This is an optimization exercise on Yosys and OpenROAD, whose aim is small area and a short achievable clock period, not a production implementation.
Only simulation tests tie the RTL to the original design; equivalence was not proved.
Power figures rest on the tool's default switching activity, not on a simulated workload.

==> flow/design.v, too long to show whole: its modules and the start of the top module <==
// module FA: 9 lines
// module HA: 8 lines
// module RADD: 6 lines
// module YADD: 8 lines
// module YSEL: 48 lines
// module XOR2M: 6 lines
// module INV: 5 lines
// module G_INV: 5 lines
// module G_XOR2: 6 lines
// module G_XNOR2: 6 lines
// module G_NAND2: 6 lines
// module G_NOR2: 6 lines
// module G_AOI21: 7 lines
// module G_OAI21: 7 lines
// module G_AND2: 6 lines
// module G_OR2: 6 lines
// module G_ANDN: 6 lines
// module G_ORN: 6 lines
// module G_AO21: 7 lines
// module G_MUX2: 7 lines
// module G_MUX4: 10 lines
// module QCAND: 11 lines
// module FIR_transposed: 5874 lines
module FIR_transposed(clk, reset, noisy_signal, filtered_real);
  // ...
==> flow/flow/run.sh <==
#!/bin/bash
# Standard layout with a larger setup-repair margin.
bash standard.sh SETUP_SLACK_MARGIN=7 finish > standard.log 2>&1
==> flow/standard.sh <==
#!/bin/bash
# synth_recipe.tcl (not shown) runs the flow's synth.tcl, then flattens the netlist and writes it again
# the make line also repeats each setting of config.mk as NAME=value (left out here)
make -C /OpenROAD-flow-scripts/flow DESIGN_CONFIG=/design/flow/config.mk WORK_HOME=/design/flow/orfs CLKGATE_MAP_FILE= SYNTH_SCRIPT=/design/flow/synth_recipe.tcl "${@:-finish}"
==> flow/config.mk <==
export PLATFORM = sky130hd
export DESIGN_NAME = FIR_transposed
export DESIGN_NICKNAME = FIR_transposed
export VERILOG_FILES = /design/flow/design.v
export SDC_FILE = /design/flow/constraint.sdc
export NUM_CORES = 8
export LEC_CHECK = 0
export ABC_CLOCK_PERIOD_IN_PS = 2000
export CAP_MARGIN = 20
export CORE_MARGIN = 2
export CORE_UTILIZATION = 40
export SETUP_SLACK_MARGIN = 5
export SLEW_MARGIN = 20
export SYNTH_HIERARCHICAL = 1
==> flow/constraint.sdc <==
create_clock -name core_clock -period 13.0 [get_ports {clk}]
set_input_delay 2.6000 -clock core_clock [delete_from_list [all_inputs] [get_ports {clk}]]
set_output_delay 2.6000 -clock core_clock [all_outputs]
set_load 0.01 [all_outputs]
==> out/metrics.cfg, run 1 <==
[outcome]
status = timing/DRC/antenna clean

[routing]
wl_met2_mm = 104.8
dr_total_vias = 39160
wl_per_cell_um = 30.28
wl_met1_mm = 95.62
via_per_inst = 5.173

[timing]
period_share_pct = 56.06
relSlewSlack_pct = 32.22
rsz0062_at_grt = true

[cells_and_area]
seq_share_pct = 21.55
regArea_um2 = 17890
num-nonclk-inverters = 167
top_regs = Sa (31), T1a (30), Sb (20)
mostFrequentLayoutCells = fa_1, dfxtp_1, fa_2
largest_register_ffs = 31
clock_buffers = 128
drive_gt1_share_pct = 31.55
multi_input_area_um2 = 54830

[power]
switching_share_pct = 41.55

[job]
drv_cap = 0

[synth]
avgSynthCellArea_um2 = 14.65
synth_edf_count = 0
synth_most_common_cell = fa_1
synth-simple-area-share_pct = 6.545
synth_cell_types = 39

[cts]
cts_tree = done
postCtsHoldBufs = 0

[placed_design]
io_buffers = 33

[worst_setup_path]
r2r_setup_slack_ps = 5980
cp.required_ps = 10400
cp-start-kind = input port
critPathCapture = filtered_real[11]

==> run 2: changes to the inputs <==
==> flow/run.sh (new file) <==
#!/bin/bash
# synth_recipe.tcl (not shown) runs the flow's synth.tcl, then flattens the netlist and writes it again
# the make line also repeats each setting of config.mk as NAME=value (left out here)
make -C /OpenROAD-flow-scripts/flow DESIGN_CONFIG=/design/flow/config.mk WORK_HOME=/design/flow/orfs CLKGATE_MAP_FILE= SYNTH_SCRIPT=/design/flow/synth_recipe.tcl finish
removed: flow/flow/run.sh
removed: flow/standard.sh
==> run 2 against run 1 <==
Against the previous run:
- synthesized cell count did not move
- sequential share of layout area rose by 1.3 points
- sequential cell count did not move
- critical endpoint is now filtered_real[13]
- register-to-register slack got worse by 610 ps
- still clean on timing, DRC and antenna
- cell count fell by 3.3%
- combinational power fell by 13%
- fmax fell by 7.1%
- core utilization fell by 3.2 points
- global-route usage fell by 0.84 points
- area after synthesis did not move
==> out/metrics.cfg, run 2 <==
[synth]
synth_edf_count = 0  ; unchanged
ys_warn_count = 7
avgSynthCellArea_um2 = 14.65  ; unchanged
synthFlopType = dfxtp_1
yosysSeqAreaShare_pct = 24.92
syn_area_um2 = 71020
synthCells = 4848
synth_xor_area_share_pct = 1.949
synth_top_family_by_area = adder cells
async_flop_share_pct = 0
synth_cell_types = 39  ; unchanged
synthAdderAreaFrac_pct = 61.14
synth_top_area_share_pct = 59.53
synth-seq-cells = 884
synth-compound-area-share_pct = 0.8140
synth-simple-area-share_pct = 6.545  ; unchanged
synth_nets = 7069
synth_mux_area_share_pct = 2.347
yosysTopAreaCell = fa_1
synth_most_common_cell = fa_1
yosys-top-cells-count = fa_1, dfxtp_1, nand2_1, nor2_1, inv_1
ys_top_cells_by_area = fa_1, dfxtp_1, nand2_1

[floorplanning]
dieArea_um2 = 180900
die_h_um = 425.4
rows = 154
die_width_um = 425.4
ios = 34
initial_core_util_pct = 40.28
coreArea_um2 = 176300

[routing]
via_per_inst = 5.205  ; +0.61%
dr.pass1.iters = 5
routed_wl_mm = 220.3
final_antenna_net_count = 0
drt_iter0_drc = 3581
wl_per_cell_um = 30.08  ; -0.64%
dr_total_vias = 38120  ; -2.7%
drc = 0

[timing]
rsz0062_at_grt = true
hold_viol = 0
period_share_pct = 60.35  ; +4.3 points
clock_skew_ps = 81.70
finalMaxSlewViolations = 0
setup_viol_count_final = 0
period_minus_slack_ps = 7846
worst_hold_slack_ps = 294.7
setup_tns_ps = 0
worst_pin_slew_ps = 1010
max_freq_ghz = 0.1275
relSlewSlack_pct = 32.67  ; +0.45 points

[cells_and_area]
mostFrequentLayoutCells = fa_1, dfxtp_1, nand2_1
syn2layout_area_growth_pct = 8.846
regMostFlops = Sa
top_regs = Sa (31), T1a (30), Sb (20)
drive_gt1_share_pct = 7.546  ; -24 points
antenna_cells = 0
layout_commonest_cell = fa_1
final_area_um2 = 77300
largest_register_ffs = 31  ; unchanged
fillers = 15830
fin_nets = 7124

[cts]
cts_tree = done
h-tree-depth = 3
cts_root_buffer = clkbuf_16
clockBufferDepth = 3
clk_pin_slew_ps = 70
insertion_delay_ps = 730
cts_sinks = 884
cts_made_buffers = 93

[global_route]
gr-total-overflow = 0
antenna_found_initial = 5
track_usage_pct = 25.58
grt_max_degree = 124
grt_pass1_vias = 44590
grt_pass1_wl_mm = 323.1

[worst_setup_path]
critPathMaxStageDelay_ps = 610
cp-end-kind = output pin
crit_arrival_ps = 5250
cp_max_fo = 16
crit_type = in2out
crit_chain = clkdlybuf4s50_1 > xor2_1 > xor2_1 > nor2_1 > nor2_1 > a21oi_2 > o21ai_1 > a21oi_2 > buf_6 > mux2_4 > clkdlybuf4s50_1
cp-start-kind = input port
cp.required_ps = 10400  ; about the same
cpMaxStageDelayCell = clkdlybuf4s50_1

[power]
switching_share_pct = 41.70  ; +0.15 points
cellPowerDensity_nw_per_um2 = 252.8
leakagePower_nw = 30.82
finalPower_mw = 19.55
p_switching_mw = 8.151
pwr-share-seq_pct = 15.5
combPwrFrac_pct = 69.7
clock_power_share_pct = 14.8
irDropWorstVdd_uv = 344.2
p_int_mw = 11.39

[min_path]
hold_path.class = reg2reg

[placed_design]
dpl.hpwl_mm = 188.5
placed_area_um2 = 73560
io_buffers = 33  ; unchanged
place.gp.congestion = 0.9842

[job]
drv_cap = 0  ; unchanged

[outcome]
status = timing/DRC/antenna clean

[run 2: changes by cell type in the layout (fill, tap and decap cells not counted), moves of 29 or more]
cell,before,now
inv_1,132,164
buf_12,52,3
buf_4,206,41
buf_6,60,4
fa_1,1365,2112
inv_2,31,2
ha_4,53,1
dfxtp_2,59,0
fa_2,747,0
ha_1,12,88
dfxtp_4,31,0
dfxtp_1,794,884
[run 2: power groups by stage]
stage	Clock, mW	Sequential, mW	Combinational, mW
after floorplan	0	3.05	9.86
after global placement	0	3.09	13.2
after detailed placement	0	3.09	13.5
after CTS	2.94	3.03	13.7
after global routing	3.05	3.04	15.4
final	2.89	3.03	13.6
[run 2: per-module statistics from Yosys, one instance, submodules excluded, excerpt]
module / cell area [um2] / cells
FIR_transposed: 22460 / 2020
G_OAI21: 5.005 / 1
G_XNOR2: 8.758 / 1
QCAND: 1152 / 164
FA: 20.02 / 1
G_NAND2: 3.754 / 1
G_MUX2: 15.01 / 1
G_XOR2: 8.758 / 1
G_AOI21: 8.758 / 1
G_NOR2: 3.754 / 1
G_AO21: 7.507 / 1
G_ORN: 6.256 / 1
G_OR2: 6.256 / 1
G_AND2: 6.256 / 1
HA: 12.51 / 1
INV: 3.754 / 1
[run 2: cell type report]
cell class | instances | area (um2) | area share [%]
flip-flops and latches | 884 | 17700 | 22.89
multi-input cells | 3676 | 51910 | 67.15
well taps | 2340 | 2928 | 3.788
clock inverters | 54 | 803.3 | 1.039
inverters | 167 | 634.4 | 0.8206
repair buffers | 81 | 729.5 | 0.9437
clock buffers | 121 | 2603 | 3.367
[run 2: critical path: cells and delay by family]
| kind | cells | cell delay, ps |
|---|---|---|
| compound gates | 3 | 340 |
| mux | 1 | 340 |
| buf+inv | 3 | 1360 |
| xor+xnor | 2 | 310 |
| simple gates | 2 | 230 |
[run 2: logic make-up after synthesis]
kind of cell	Yosys count
adders and majority gates	2203
and+or+nand+nor	1124
AOI/OAI and AO/OA	79
muxes	111
buffers and inverters	288
DFF	884
other	1
xor gates and xnor gates	158
[run 2: metrics by stage]
step,worst slack (ps),util [%],instances
6_report,5154,43.84,7323
5_1_grt,4944,43.84,7323
4_1_cts,5008,43.77,7319
3_5_place_dp,4496,41.73,7135
3_3_place_gp,4497,41.72,7135
2_1_floorplan,5426,-,4848
[run 2: timing repair]
item | in CTS | in global routing
resized for setup | 50 | 28
setup endpoints to repair | 16 | 16
pin swaps | 2 | 2
hold buffers | 0 | 0
setup buffers | 9 | 4
[run 2: metal layers]
| metal | wire, um | global-route usage, % |
|---|---|---|
| met4 | 12050 | 11.25 |
| met3 | 16130 | 5.041 |
| met1 | 94190 | 36.12 |
| met5 | 36 | 0 |
| met2 | 97890 | 38.50 |
[run 2: final timing paths]
path / from / endpoint / slack, ps / cells past startpoint
worst max-delay path: noisy_signal[15] / filtered_real[13] / 5150 / 11
worst min register to register: h48[5]$_DFF_P_ / h49[5]$_DFF_P_ / 290 / 1
worst max register to register: h47[8]$_DFF_P_ / Sa[17]$_DFF_P_ / 5370 / 16
worst min-delay path: h48[5]$_DFF_P_ / h49[5]$_DFF_P_ / 290 / 1
==> run 3: changes to the inputs <==
--- a/flow/config.mk
+++ b/flow/config.mk
@@ -9,6 +9,6 @@
 export CAP_MARGIN = 20
 export CORE_MARGIN = 2
 export CORE_UTILIZATION = 40
-export SETUP_SLACK_MARGIN = 5
+export SETUP_SLACK_MARGIN = 0
 export SLEW_MARGIN = 20
 export SYNTH_HIERARCHICAL = 1
==> run 3 against run 2 <==
Against the previous run:
- critical path type is now reg2out
- sequential share of layout area is 0.095 points higher
- largest cell class unchanged
- routed wire length down 0.11%
- worst hold slack worse by 1.8 ps
- non-clock buffer count decreased by 13
- first-iteration DRC count increased by 1.6%
- clock skew fell by 1.9 ps
- combinational power about the same
- total power is 1.7% lower
- critical path depth grew 5
- synthesized cell count unchanged
- cell count down 0.18%
- highest routed layer unchanged
- sequential cell count stayed put
==> out/metrics.cfg, run 3 <==
[power]
combPwrFrac_pct = 69.2  ; -0.5 points
switching_share_pct = 41.76  ; +0.063 points
p_switching_mw = 8.025  ; -1.5%
p_int_mw = 11.19  ; -1.8%
clock_power_share_pct = 15.1  ; +0.3 points
cellPowerDensity_nw_per_um2 = 249.6  ; -1.3%
leakagePower_nw = 30.70  ; -0.41%
pwr-share-seq_pct = 15.8  ; +0.3 points
irDropWorstVdd_uv = 341.5  ; -0.80%

[timing]
clock_skew_ps = 79.81  ; -1.898 ps
finalMaxSlewViolations = 0  ; unchanged
setup_viol_count_final = 0  ; unchanged
relSlewSlack_pct = 31.25  ; -1.4 points
fin_ws_ps = 3908  ; -1247 ps
rsz0062_at_grt = false
hold_viol = 0  ; unchanged
setup_tns_ps = 0  ; unchanged
period_share_pct = 69.94  ; +9.6 points
worst_pin_slew_ps = 1031  ; +21.31 ps
period_minus_slack_ps = 9092  ; +1247 ps
max_freq_ghz = 0.1100  ; -14%

[worst_setup_path]
cpMaxStageDelayCell = xor2_1
path_common_cell = a21o_1
cp_max_fo = 16  ; unchanged
crit_chain = and2_1 > xor2_1 > and2_1 > a21o_1 > a21o_1 > a21o_1 > a21o_1 > xor2_1 > ha_1 > nand4_1 > nor4_1 > xor2_1 > mux2_4 > mux2_4 > mux2_4 > clkdlybuf4s50_1
crit_type = reg2out
cp.required_ps = 10400  ; about the same
critPathMaxStageDelay_ps = 780  ; +170 ps
crit_arrival_ps = 6490  ; +1240 ps
crit_buf_inv = 1  ; -2
cp-end-kind = output pin
critical_path.top_delay_family = compound AO/OA/AOI/OAI gates
cp-start-kind = register

[global_route]
gr-total-overflow = 0  ; unchanged
antenna_found_initial = 4  ; -1
grt_max_degree = 124  ; unchanged
grt_pass1_vias = 44520  ; -0.17%
grt_pass1_wl_mm = 322.7  ; -0.13%
track_usage_pct = 25.55  ; about the same

[cells_and_area]
multi_input_area_um2 = 51720  ; -0.36%
fin_util_pct = 43.66  ; -0.18 points
syn2layout_area_growth_pct = 8.399
fin_nets = 7111  ; -0.18%
fin_cells = 7310  ; -0.18%
fillers = 15860  ; +0.21%
top_regs = Sa (31), T1a (30), Sb (20)
layout_commonest_cell = fa_1
largest_register_ffs = 31  ; unchanged
regArea_um2 = 17700  ; unchanged
drive_gt1_share_pct = 6.680  ; -0.87 points
final_area_um2 = 76980  ; -0.41%
antenna_cells = 0  ; unchanged
mostFrequentLayoutCells = fa_1, dfxtp_1, nand2_1
regMostFlops = Sa

[floorplanning]
die_width_um = 425.4  ; unchanged
dieArea_um2 = 180900  ; unchanged
die_h_um = 425.4  ; unchanged
initial_core_util_pct = 40.28  ; unchanged
coreArea_um2 = 176300  ; unchanged
rows = 154  ; unchanged
ios = 34  ; unchanged

[cts]
h-tree-depth = 3  ; unchanged
cts_sinks = 884  ; unchanged
cts_made_buffers = 93  ; unchanged
post-cts-setup-buffers = 0  ; -9
postCtsResizedCells = 0  ; -100%
clockBufferDepth = 3  ; unchanged
cts_root_buffer = clkbuf_16
insertion_delay_ps = 730  ; about the same
postCtsHoldBufs = 0  ; unchanged
clk_pin_slew_ps = 70  ; about the same
cts_tree = done

[synth]
synth_edf_count = 0  ; unchanged
yosysTopAreaCell = fa_1
synth_nets = 7069  ; unchanged
ys_warn_count = 7  ; unchanged
synthCells = 4848  ; unchanged
avgSynthCellArea_um2 = 14.65  ; unchanged
ys_top_cells_by_area = fa_1, dfxtp_1, nand2_1
yosys-top-cells-count = fa_1, dfxtp_1, nand2_1, nor2_1, inv_1
synth_cell_types = 39  ; unchanged
synth_most_common_cell = fa_1
yosysSeqAreaShare_pct = 24.92  ; unchanged
synth_top_area_share_pct = 59.53  ; unchanged
synthFlopType = dfxtp_1
synth-seq-cells = 884  ; unchanged
syn_area_um2 = 71020  ; unchanged
async_flop_share_pct = 0  ; unchanged

[routing]
via_per_inst = 5.219  ; +0.27%
final_antenna_net_count = 0  ; unchanged
wl_met3_mm = 17.55  ; +8.8%
wl_met2_mm = 97.64  ; -0.26%
drc = 0  ; unchanged
wl_met1_mm = 92.87  ; -1.4%
routed.top_layer = met5
wl_per_cell_um = 30.10  ; about the same
drt_iter0_drc = 3637  ; +1.6%
routed_wl_mm = 220.1  ; -0.11%
dr.pass1.iters = 5  ; unchanged
dr_total_vias = 38150  ; +0.092%

[min_path]
hold_path.class = reg2reg

[placed_design]
io_buffers = 33  ; unchanged
placed_area_um2 = 73560  ; unchanged
dp.cells = 7135  ; unchanged
dpl.hpwl_mm = 188.5  ; unchanged
place.gp.congestion = 0.9842  ; unchanged
post-place-ws_ps = 4496  ; unchanged

[outcome]
status = timing/DRC/antenna clean

[job]
drv_cap = 0  ; unchanged

[run 3: cell counts after synthesis]
Identical to the previous run, type by type.
[run 3: layer usage]
metal	GRT usage, %	vias to the layer above
li1	-	14860
met1	35.99	21180
met2	38.51	1614
met3	5.205	495
met4	11.09	4
met5	0	-
[run 3: path summary, 6_finish.rpt]
check	startpoint	to	slack [ps]	cells after the start
worst max-delay path	Sa[1]$_DFF_P_	filtered_real[13]	3910	16
worst min-delay path	h48[5]$_DFF_P_	h49[5]$_DFF_P_	290	1
worst max register to register	h25[7]$_DFF_P_	T1a[18]$_DFF_P_	5360	17
worst min register to register	h48[5]$_DFF_P_	h49[5]$_DFF_P_	290	1
[run 3: worst register-to-register path, stage by stage (launching register included)]
cell and delay, ps:
dfxtp_1 390, ha_1 270, fa_1 410, fa_1 1110, fa_1 580, fa_1 410
fa_1 430, fa_1 460, fa_1 520, inv_1 70, fa_1 510, fa_1 410
fa_1 400, inv_1 80, fa_1 420, fa_1 400, fa_1 550, nand2_1 70
[run 3: kinds of logic after synthesis]
| kind of cell | synth area share, % |
|---|---|
| compound gates | 0.8140 |
| fa+ha+maj | 61.14 |
| flops | 24.92 |
| buf+inv | 2.283 |
| simple gates | 6.545 |
| mux | 2.347 |
| xor+xnor | 1.949 |
| other cells | 0.005280 |
[run 3: power groups by stage]
stage	combinational, mW	clock (mW)	sequential [mW]
floorplan	9.86	0	3.05
global placement	13.2	0	3.09
detailed placement	13.5	0	3.09
CTS	13.5	2.94	3.03
global route	15.0	3.05	3.04
finish	13.3	2.89	3.03
[run 3: cell type report]
class | instances | area share, %
sequential | 884 | 22.99
timing repair buffer | 68 | 0.7769
clock inverter | 54 | 1.043
multi-input combinational | 3676 | 67.18
tap | 2340 | 3.803
inverter | 167 | 0.8240
clock buffer | 121 | 3.381
[run 3: through the flow]
step                      hold WS (ps)  power, mW
after floorplan                  350.8      12.90
after global placement           352.7      16.31
after global routing             321.9      21.12
after detailed placement         354.8      16.55
after CTS                        284.8      19.47
final                            292.9      19.22
[run 3: Yosys stat by module (local to each module, per instance), a selection]
module          cells  copies in the design
G_AO21              1                    62
G_ORN               1                     1
G_OAI21             1                     9
G_ANDN              1                     4
G_NOR2              1                    40
G_XOR2              1                    97
QCAND             164                     1
FIR_transposed   2020                     1
G_OR2               1                     2
FA                  1                  2112
G_NAND2             1                    34
==> run 4: changes to the inputs <==
==> flow/flow/run.sh (new file) <==
#!/bin/bash
# Standard layout with a larger setup-repair margin and power (size) recovery.
bash standard.sh SETUP_SLACK_MARGIN=7 RECOVER_POWER=100 finish > standard.log 2>&1
==> flow/standard.sh (new file) <==
#!/bin/bash
# synth_recipe.tcl (not shown) runs the flow's synth.tcl, then flattens the netlist and writes it again
# the make line also repeats each setting of config.mk as NAME=value (left out here)
make -C /OpenROAD-flow-scripts/flow DESIGN_CONFIG=/design/flow/config.mk WORK_HOME=/design/flow/orfs CLKGATE_MAP_FILE= SYNTH_SCRIPT=/design/flow/synth_recipe.tcl "${@:-finish}"
--- a/flow/config.mk
+++ b/flow/config.mk
@@ -9,6 +9,6 @@
 export CAP_MARGIN = 20
 export CORE_MARGIN = 2
 export CORE_UTILIZATION = 40
-export SETUP_SLACK_MARGIN = 0
+export SETUP_SLACK_MARGIN = 5
 export SLEW_MARGIN = 20
 export SYNTH_HIERARCHICAL = 1
removed: flow/run.sh
==> run 4 against run 3 <==
Against the previous run:
- now fails the layout checks on max-capacitance violations, max-slew violations
- cell count grew 3.6%
- critical path depth shrank 11
- register-to-register slack lost 40 ps
==> out/metrics.cfg, run 4 <==
[routing]
drt_iter0_drc = 3141  ; -14%
routed_wl_mm = 228.9  ; +4.0%
dr.pass1.iters = 8  ; +3
wl_met1_mm = 95.56  ; +2.9%
wl_per_cell_um = 30.24  ; +0.45%
final_antenna_net_count = 0  ; unchanged
wl_met3_mm = 17.01  ; -3.0%
routed.top_layer = met5
drc = 0  ; unchanged
wl_met2_mm = 104.7  ; +7.2%
via_per_inst = 5.164  ; -1.1%
dr_total_vias = 39090  ; +2.5%

[worst_setup_path]
cp_max_fo = 183  ; +167
path_common_cell = clkbuf_1
critical_path.top_delay_family = buffers and inverters
crit_arrival_ps = 9510  ; +3020 ps
cp-end-kind = register
cp.required_ps = 13520  ; +3120 ps
crit_type = in2reg
crit_buf_inv = 4  ; +3
cpMaxStageDelayCell = clkbuf_1
critPathMaxStageDelay_ps = 2640  ; +1860 ps
crit_chain = clkbuf_1 > clkbuf_1 > buf_12 > buf_4 > nand2_1
cp-start-kind = input port

[global_route]
antenna_found_initial = 2  ; -2
grt_max_degree = 184  ; +48%
gr-total-overflow = 0  ; unchanged
grt_pass1_wl_mm = 332.6  ; +3.1%
track_usage_pct = 26.42  ; +0.87 points
grt_pass1_vias = 45650  ; +2.6%

[cells_and_area]
drive_gt1_share_pct = 30.27  ; +24 points
layout_commonest_cell = fa_1
top_regs = Sa (31), T1a (30), Sb (20)
mostFrequentLayoutCells = fa_1, dfxtp_1, fa_2
largest_register_ffs = 31  ; unchanged
fin_nets = 7377  ; +3.7%
final_area_um2 = 82710  ; +7.4%
regMostFlops = Sa
syn2layout_area_growth_pct = 16.47
fin_cells = 7570  ; +3.6%

[synth]
synth_cell_types = 39  ; unchanged
synth_nets = 7069  ; unchanged
ys_warn_count = 7  ; unchanged
synth_edf_count = 0  ; unchanged
yosysSeqAreaShare_pct = 24.92  ; unchanged
synthFlopType = dfxtp_1
syn_area_um2 = 71020  ; unchanged
synth_top_area_share_pct = 59.53  ; unchanged
synthCells = 4848  ; unchanged
async_flop_share_pct = 0  ; unchanged
synth_most_common_cell = fa_1
yosys-top-cells-count = fa_1, dfxtp_1, nand2_1, nor2_1, inv_1
avgSynthCellArea_um2 = 14.65  ; unchanged
yosysTopAreaCell = fa_1
synth-seq-cells = 884  ; unchanged
ys_top_cells_by_area = fa_1, dfxtp_1, nand2_1

[job]
drv_cap = 5  ; +5

[min_path]
hold_path.class = reg2reg

[timing]
worst_pin_slew_ps = 4163  ; +3132 ps
relSlewSlack_pct = -177.5  ; -210 points
period_minus_slack_ps = 8990  ; -102.8 ps
setup_tns_ps = 0  ; unchanged
period_share_pct = 69.15  ; -0.79 points
finalMaxSlewViolations = 372  ; +372
max_freq_ghz = 0.1112  ; +1.1%
fin_ws_ps = 4010  ; +102.8 ps
clock_skew_ps = 59.39  ; -20.42 ps
hold_viol = 0  ; unchanged
worst_hold_slack_ps = 368.8  ; +75.84 ps
setup_viol_count_final = 0  ; unchanged
rsz0062_at_grt = true

[placed_design]
place.gp.congestion = 0.9779  ; -0.64%
placed_area_um2 = 74880  ; +1.8%
post-place-ws_ps = 4451  ; -45.98 ps
dp.cells = 7131  ; -0.056%
dpl.hpwl_mm = 191.8  ; +1.8%
io_buffers = 33  ; unchanged

[cts]
postCtsHoldBufs = 0  ; unchanged
cts_made_buffers = 92  ; -1.1%
clockBufferDepth = 3  ; unchanged
cts_tree = done
cts_root_buffer = clkbuf_16
cts_sinks = 884  ; unchanged
clk_pin_slew_ps = 60  ; about the same
h-tree-depth = 3  ; unchanged
insertion_delay_ps = 720  ; about the same

[outcome]
status = complete, but fails checks
failed_checks = max-capacitance violations, max-slew violations

[floorplanning]
ios = 34  ; unchanged
die_width_um = 425.4  ; unchanged
die_h_um = 425.4  ; unchanged
initial_core_util_pct = 40.28  ; unchanged
dieArea_um2 = 180900  ; unchanged
coreArea_um2 = 176300  ; unchanged
rows = 154  ; unchanged

[power]
irDropWorstVdd_uv = 462.2  ; +35%
cellPowerDensity_nw_per_um2 = 253.2  ; +1.4%
leakagePower_nw = 31.56  ; +2.8%

-- run 4: cell count changes in the layout (fill, tap and decap cells not counted), moves of 32 or more --
cell / delta
ha_1: -78
inv_1: -32
clkdlybuf4s50_1: -32
dfxtp_1: -89
fa_2: +715
fa_1: -715
buf_12: +50
buf_6: +56
buf_4: +165
dfxtp_2: +59
ha_4: +52
-- run 4: worst paths after layout --
check | startpoint | to | slack [ps] | depth (start not counted)
setup reg to reg | h40[12]$_DFF_P_ | Sa[19]$_DFF_P_ | 5320 | 16
hold reg to reg | h30[8]$_DFF_P_ | h31[8]$_DFF_P_ | 370 | 1
hold / removal | h30[8]$_DFF_P_ | h31[8]$_DFF_P_ | 370 | 1
setup / recovery | reset | h31[3]$_DFF_P_ | 4010 | 5
-- run 4: metrics by stage --
| step | total power [mW] | utilization (%) |
|---|---|---|
| 2_1_floorplan | 13.31 | - |
| 6_report | 20.94 | 46.91 |
| 5_1_grt | 22.90 | 46.91 |
| 4_1_cts | 21.30 | 46.30 |
| 3_5_place_dp | 17.16 | 42.47 |
| 3_3_place_gp | 16.90 | 42.47 |
-- run 4: worst register-to-register path: stages (launching register included) --
cell and delay, ps:
dfxtp_1 360, ha_1 220, fa_1 780, clkdlybuf4s25_1 350, clkdlybuf4s25_1 280, clkbuf_1 260
fa_1 490, fa_2 550, fa_2 440, fa_1 540, fa_2 620, fa_2 450
fa_1 480, fa_2 600, fa_2 450, fa_2 540, nand2_1 50
-- run 4: cell families after synthesis --
group | count (synthesis) | synth area share, %
other cells | 1 | 0.005280
compound gates | 79 | 0.8140
fa+ha+maj | 2203 | 61.14
xor+xnor | 158 | 1.949
mux | 111 | 2.347
buf+inv | 288 | 2.283
simple gates | 1124 | 6.545
flops | 884 | 24.92
-- run 4: where the power goes --
| group | switching (mW) | total (mW) | internal, mW |
|---|---|---|---|
| combinational | 7.52 | 15.1 | 7.60 |
| sequential | 0.105 | 3.04 | 2.93 |
| clock | 1.18 | 2.79 | 1.61 |
| total | 8.81 | 20.9 | 12.1 |
-- run 4: area by class of cell --
| class | instances | area, um2 |
|---|---|---|
| well taps | 2340 | 2928 |
| clock inverters | 39 | 573.1 |
| fillers | 15240 | 93590 |
| diodes | 1 | 2.502 |
| repair buffers | 334 | 3338 |
| inverters | 167 | 643.1 |
| multi-input cells | 3677 | 54660 |
| clock buffers | 128 | 2689 |
| flip-flops and latches | 884 | 17880 |
-- run 4: routing by layer --
metal  global-route usage, %  vias to the layer above
met4                   10.93                        2
li1                        -                    15380
met2                   40.68                     1560
met3                   5.248                      424
met5                       0                        -
met1                   36.76                    21720
-- run 4: per-module statistics from Yosys (local to each module, per instance), excerpt --
module   copies in the design  flip-flops and latches  area, um2  cells
FA                       2112                       0      20.02      1
G_AND2                     85                       0      6.256      1
G_ANDN                      4                       0      13.76      1
G_INV                       8                       0      3.754      1
G_MUX2                    111                       0      15.01      1
G_NAND2                    34                       0      3.754      1
G_NOR2                     40                       0      3.754      1
G_ORN                       1                       0      6.256      1
INV                         1                       0      3.754      1
QCAND                       1                       0       1152    164
-- run 4: what timing repair did --
action	in CTS	in global routing
gates resized for setup	713	184
gates cloned	3	1
pin swaps	315	191
setup endpoints to repair	80	77
setup buffers	186	81

-- static timing again, ports no longer ideal --
The flow's constraints put no driver on any port. The routed layouts listed below were extracted and timed again, unchanged, in two steps. Step 1 (the two cells are an assumption about what drives the block):
set clk [get_ports {clk}]
set_driving_cell -lib_cell sky130_fd_sc_hd__clkbuf_16 $clk
set_driving_cell -lib_cell sky130_fd_sc_hd__buf_2 [delete_from_list [all_inputs] $clk]
Step 2 adds t to the input delays and takes it off the output delays; t is the mean of the earliest and latest rising clock arrival at the registers after step 1. Input paths then give back, and output paths get back, about the clock's delay inside the block. Three values: ideal, step 1, step 2; two values: the first two.
run	t, ns	slack for setup (ns)	clock arrival spread, ns	worst data-port slew with drivers (ns)	pins driven straight from the clock port
run 1	0.770	5.712 / 5.661 / 5.661	0.062 / 0.062	0.08	1
run 2	0.768	5.154 / 5.110 / 5.123	0.085 / 0.086	0.08	1
run 3	0.770	3.908 / 3.829 / 4.555	0.085 / 0.084	0.08	1
run 4	0.769	4.010 / 4.011 / 3.242	0.063 / 0.064	0.07	1
For run 4, which loses most, drivers alone change the setup slack by +0.001 ns; drivers and shift together by -0.768 ns.
